This design comes from an exercise in tuning for small area and a short achievable clock period on the open sky130 flow, not from production work. Function was checked by simulation only, so behaviour that the tests miss may differ from the original.

==> flow/design.v (outline; a module is shown in full before it is edited, if it fits) <==
// module power_of_8: 6755 lines
// module p8_fa: 4 lines
module power_of_8(
    input         clk,
    input         reset_n,
    input         i_valid,
    input  [31:0] i_value,
    output        o_valid,
    output [63:0] o_power_of_8
    );
  // ...
==> flow/run.sh <==
#!/bin/bash
# synth_recipe.tcl (not shown) runs the flow's synth.tcl, then flattens the netlist and writes it again
# the make line also repeats each setting of config.mk as NAME=value (left out here)
make -C /OpenROAD-flow-scripts/flow DESIGN_CONFIG=/design/flow/config.mk WORK_HOME=/design/flow/orfs CLKGATE_MAP_FILE= SYNTH_SCRIPT=/design/flow/synth_recipe.tcl finish
==> flow/config.mk <==
export PLATFORM = sky130hd
export DESIGN_NAME = power_of_8
export DESIGN_NICKNAME = power_of_8
export VERILOG_FILES = /design/flow/design.v
export SDC_FILE = /design/flow/constraint.sdc
export NUM_CORES = 4
export LEC_CHECK = 0
export CAP_MARGIN = 20
export CORE_MARGIN = 2
export CORE_UTILIZATION = 40
export SETUP_SLACK_MARGIN = 5
export SLEW_MARGIN = 20
export SYNTH_HIERARCHICAL = 1
export SYNTH_MINIMUM_KEEP_SIZE = 0
==> flow/constraint.sdc <==
create_clock -name core_clock -period 11.0 [get_ports {clk}]
set_input_delay 2.2000 -clock core_clock [delete_from_list [all_inputs] [get_ports {clk}]]
set_output_delay 2.2000 -clock core_clock [all_outputs]
set_load 0.01 [all_outputs]
==> flow_metrics.env, run 1 <==
export IMPL_relSlewSlack=0.266
export IMPL_maxSlewViolCount=0
export IMPL_most_common_cell_after_layout_fill_and_taps_aside="nor2_1"
export IMPL_fmax_mhz=158
export IMPL_top_level_ports=100
export IMPL_routed_top_layer="met4"
export IMPL_timing_setup_tns_ns=0
export IMPL_postSynthAreaPerCell_um2=10.5
export IMPL_netlist_top_cells_count="fa_1, nor2_1, and2_1"
export IMPL_min_delay_path_class="reg -> reg"
export IMPL_worst_r2r_setup_slack_ns=4.67
export IMPL_critical_path_cell_count=20
export IMPL_hold_viol=0
export IMPL_clock_buffers=58
export IMPL_routed_wl_met2_mm=108
export IMPL_period_needed_ns=6.33
export IMPL_detail_route_iter0_violations=4551
export IMPL_numCtsBuffers=45
export IMPL_critPathCapture="r2b[56]"
export IMPL_cell_family_with_the_largest_share_of_critical_path_delay="adder cells"
export IMPL_clock_area_frac=0.0191
export IMPL_synth_top_area_frac=0.557
export IMPL_run_status="finished clean"
export IMPL_detail_route_wirelength_met1_mm=84.4
export IMPL_tap_cells=2218
==> run 2: changes to the inputs <==
--- a/flow/config.mk
+++ b/flow/config.mk
@@ -9,5 +9,4 @@
 export CORE_MARGIN = 2
 export CORE_UTILIZATION = 40
-export SETUP_SLACK_MARGIN = 5
 export SLEW_MARGIN = 20
 export SYNTH_HIERARCHICAL = 1
==> flow_metrics.env, run 2 <==
export IMPL_io_buffer_count=95
export IMPL_firstDrtPassIters=7
export IMPL_postSynthAreaPerCell_um2=10.5
export IMPL_synth_mux_area_fraction=0.000736
export IMPL_layout_drive_gt1_share=0.0532
export IMPL_route_detailed_wl_per_inst_um=24.0
export IMPL_vias_per_cell=5.68
export IMPL_post_cts_resized=0
export IMPL_worst_r2r_setup_slack_ns=3.33
export IMPL_regMostFlops="r1a"
export IMPL_wl_mm=205
export IMPL_synthesized_netlist_cell_count=6491
export IMPL_synth_area_top_cells="fa_1, dfxtp_1, nor2_1"
export IMPL_post_synth_num_cell_types=82
export IMPL_crit_slowest_cell="xor2_2"
export IMPL_layout_common_cells="fa_1, nor2_1, and2_1, dfxtp_1, ha_1"
export IMPL_relSlewSlack=0.211
export IMPL_synth_top_area_frac=0.557
export IMPL_most_common_cell_after_layout_fill_and_taps_aside="fa_1"
export IMPL_busiest_layer="met2"
export IMPL_vias=48600
export IMPL_cpMostUsedCell="fa_1"
export IMPL_initial_antenna_violation_count=1
export IMPL_global_route_usage_met2=0.413
export IMPL_grt_ovfl_total=0
export IMPL_timing_reg2reg_worst_path_depth=18
export IMPL_synth_area_mm2=0.0680
export IMPL_fmax_mhz=130
export IMPL_numCtsBuffers=44
export IMPL_post_cts_repair_setup_buffers=0
export IMPL_utilization=0.434
export IMPL_synth_compound_area_share=0.0555
export IMPL_number_of_setup_violations_in_the_final_report=0
export IMPL_synth_warning_count=7
export IMPL_floorplan_initialDensity=0.402
export IMPL_die_area_mm2=0.173
export IMPL_number_of_standard_cells_in_the_layout_taps_in_and_fillers_out=8551
export IMPL_hold_path_startpoint="r_valid[1]"
export IMPL_min_period_over_period=0.697
export IMPL_areaGrowthSynthToFinish_pct=7.88
export IMPL_final_nets=8531
export IMPL_worstHoldPathCells=0
export IMPL_path_max_fanout=14
export IMPL_placed_instance_count=8470
export IMPL_cts_hold_fix_buffers=0
export IMPL_core_mm2=0.169
export IMPL_cts_path_max_buffers=3
export IMPL_hold_path_end="r_valid[2]"
export IMPL_grt_max_degree=57
export IMPL_cp_buffers_inverters=0
export IMPL_maxSlewViolCount=0
export IMPL_synthAdderAreaFrac=0.613
export IMPL_synth_yosys_seq_area_share=0.105
export IMPL_first_global_vias=55200
export IMPL_yosys_area_share_simple=0.171
export IMPL_rows=151
export IMPL_remaining_drc_errors=0
export IMPL_first_pass_grt_wire_length_mm=323
export IMPL_globalRouteMet3Util=0.0440
export IMPL_gpl_final_weighted_congestion=0.876
export IMPL_cp_start_kind="flop"
export IMPL_clk_pin_slew_ns=0.06
export IMPL_clk_latency_ns=0.66
export IMPL_cell_family_with_the_largest_share_of_critical_path_delay="adder cells"
export IMPL_largest_reg_flops=61
export IMPL_clock_skew_final_ns=0.0441
export IMPL_clock_tree_root_cell="clkbuf_16"
export IMPL_timing_critical_path_cells="ha_1 > ha_1 > a211oi_1 > o21ai_0 > a41oi_1 > o21ai_1 > a21oi_2 > o22ai_1 > a31oi_1 > xor2_2 > nor2_1 > fa_1 > fa_1 > fa_1 > fa_1 > fa_1 > fa_1 > fa_1"
export IMPL_worst_r2r_endpoint="r3b[54]"
export IMPL_period_needed_ns=7.67
export IMPL_largest_registers="r1a: 61 flops, r2a: 60 flops, r3a: 60 flops"
export IMPL_cts_sinks=356
export IMPL_worst_ep_arrival_time_ns=8.21
export IMPL_rsz0062_at_grt="no"
export IMPL_synth_edf_count=0
export IMPL_worstMarginPinSlew_ns=1.18
export IMPL_max_cap_violations=0
export IMPL_critPathRequiredTime_ns=11.54
export IMPL_timing_critical_path_to_type="flop"
export IMPL_post_synth_top_area_cell="fa_1"
export IMPL_post_synth_xor_area_fraction=0.0217
export IMPL_detailedPlacementHpwl_mm=141
export IMPL_grt_usage=0.241
export IMPL_synth_async_reset_ratio=0.00843
export IMPL_detail_route_iter0_violations=4178
export IMPL_timing_setup_tns_ns=0
export IMPL_prevailing_post_synth_register_cell="dfxtp_1"
export IMPL_top_level_ports=100
export IMPL_run_status="finished clean"
export IMPL_groute_layer_met1_usage=0.305
export IMPL_die_h_um=416
export IMPL_netlist_top_cells_count="fa_1, nor2_1, and2_1"
export IMPL_crit_reg2reg_launch="r2a[2]"
export IMPL_pre_cts_ws_ns=3.35
export IMPL_detail_route_antenna_nets=0
export IMPL_tritoncts="built"
export IMPL_post_route_worst_setup_slack_ns=3.33
export IMPL_critPathMaxStageDelay_ns=0.90
export IMPL_hold_viol=0
export IMPL_worstSetupPathType="reg -> reg"
export IMPL_dominant_combinational_cell_family_by_area_after_synthesis="adder cells"
export IMPL_synth_most_common_cell="fa_1"
export IMPL_fp_dieW_um=416
export IMPL_cts_max_level=2
export IMPL_synth_seq_cells=356
export IMPL_min_delay_path_class="reg -> reg"
run 2: cell count changes in the layout (fill, tap and decap cells not counted), sizes merged:
cell	delta
dlymetal6s2s	-7
buf	-338
bufbuf	-2
clkbuf	-15
bufinv	+1
dlygate4sd2	-3
clkinvlp	+1
xnor2	-1
clkdlybuf4s50	+20
xor2	-1
run 2: cell families (layout without fill, tap and decap cells):
logic type / count (synthesis) / after routing
compound gates: 575 / 575
xor+xnor: 164 / 164
fa+ha+maj: 2197 / 2197
buf+inv: 566 / 404
flops: 356 / 356
mux: 5 / 5
other cells: 1 / 5
simple gates: 2627 / 2627
run 2: layout make-up:
class | instances | area [um2]
fillers | 15900 | 95700
multi-input cells | 5572 | 59600
flip-flops and latches | 356 | 7140
well taps | 2218 | 2780
repair buffers | 227 | 1920
clock buffers | 54 | 1190
clock inverters | 25 | 372
inverters | 98 | 368
diodes | 1 | 2.50
run 2: metal layers:
metal  vias up  part of all wire
met4         0             0.039
met3       467             0.081
met1     25900              0.39
met2      2367              0.49
met5         -                 0
li1      19900                 -
run 2: worst max path at each step:
stage | start | to | slack (ns) | cells past startpoint
6_report | r2a[2] | r3b[54] | 3.33 | 18
5_1_grt | r1a[3] | r2b[45] | 3.03 | 19
4_1_cts | r2a[2] | r3b[54] | 3.34 | 18
3_5_place_dp | r2a[2] | r3b[54] | 3.35 | 18
3_3_place_gp | r1a[3] | r2b[45] | 3.35 | 19
2_1_floorplan | r2a[5] | r3b[49] | 4.79 | 18
run 2: through the flow:
step / hold slack, ns / instance area (um2)
2_1_floorplan: 0.331 / 68000
3_3_place_gp: 0.339 / 71700
3_5_place_dp: 0.339 / 71800
4_1_cts: 0.359 / 73300
5_1_grt: 0.365 / 73300
6_report: 0.353 / 73300
run 2: modules after synthesis, one instance, submodules excluded:
module | cells inside | flip-flops and latches
p8_fa | 1 | 0
power_of_8 | 4599 | 356
run 2: worst register-to-register path, stage by stage (launching register included):
cell,delay (ns)
dfxtp_1,0.30
ha_1,0.22
ha_1,0.24
a211oi_1,0.22
o21ai_0,0.17
a41oi_1,0.70
o21ai_1,0.26
a21oi_2,0.41
o22ai_1,0.24
a31oi_1,0.32
xor2_2,0.91
nor2_1,0.16
fa_1,0.55
fa_1,0.48
fa_1,0.58
fa_1,0.47
fa_1,0.43
fa_1,0.51
fa_1,0.40

-- separate check: timing with driven ports --
The flow's constraints put no driver on any port. The routed layouts listed below were extracted and timed again, unchanged, in two steps. Step 1 assumes that a clkbuf_16 drives the clock port and a buf_2 every other input. Step 2 adds t to the input delays and takes it off the output delays; t is the mean of the earliest and latest rising clock arrival at the registers after step 1. Input paths then give back, and output paths get back, about the clock's delay inside the block. Slacks: ideal ports / drivers / drivers and shift; pairs: ideal ports / drivers.
run	t, ns	slack for setup (ns)	latest minus earliest clock arrival (ns)
run 1	0.750	4.668 / 4.668 / 4.668	0.088 / 0.088
run 2	0.720	3.335 / 3.335 / 3.335	0.044 / 0.045
After both steps setup and hold are still met in every run listed.
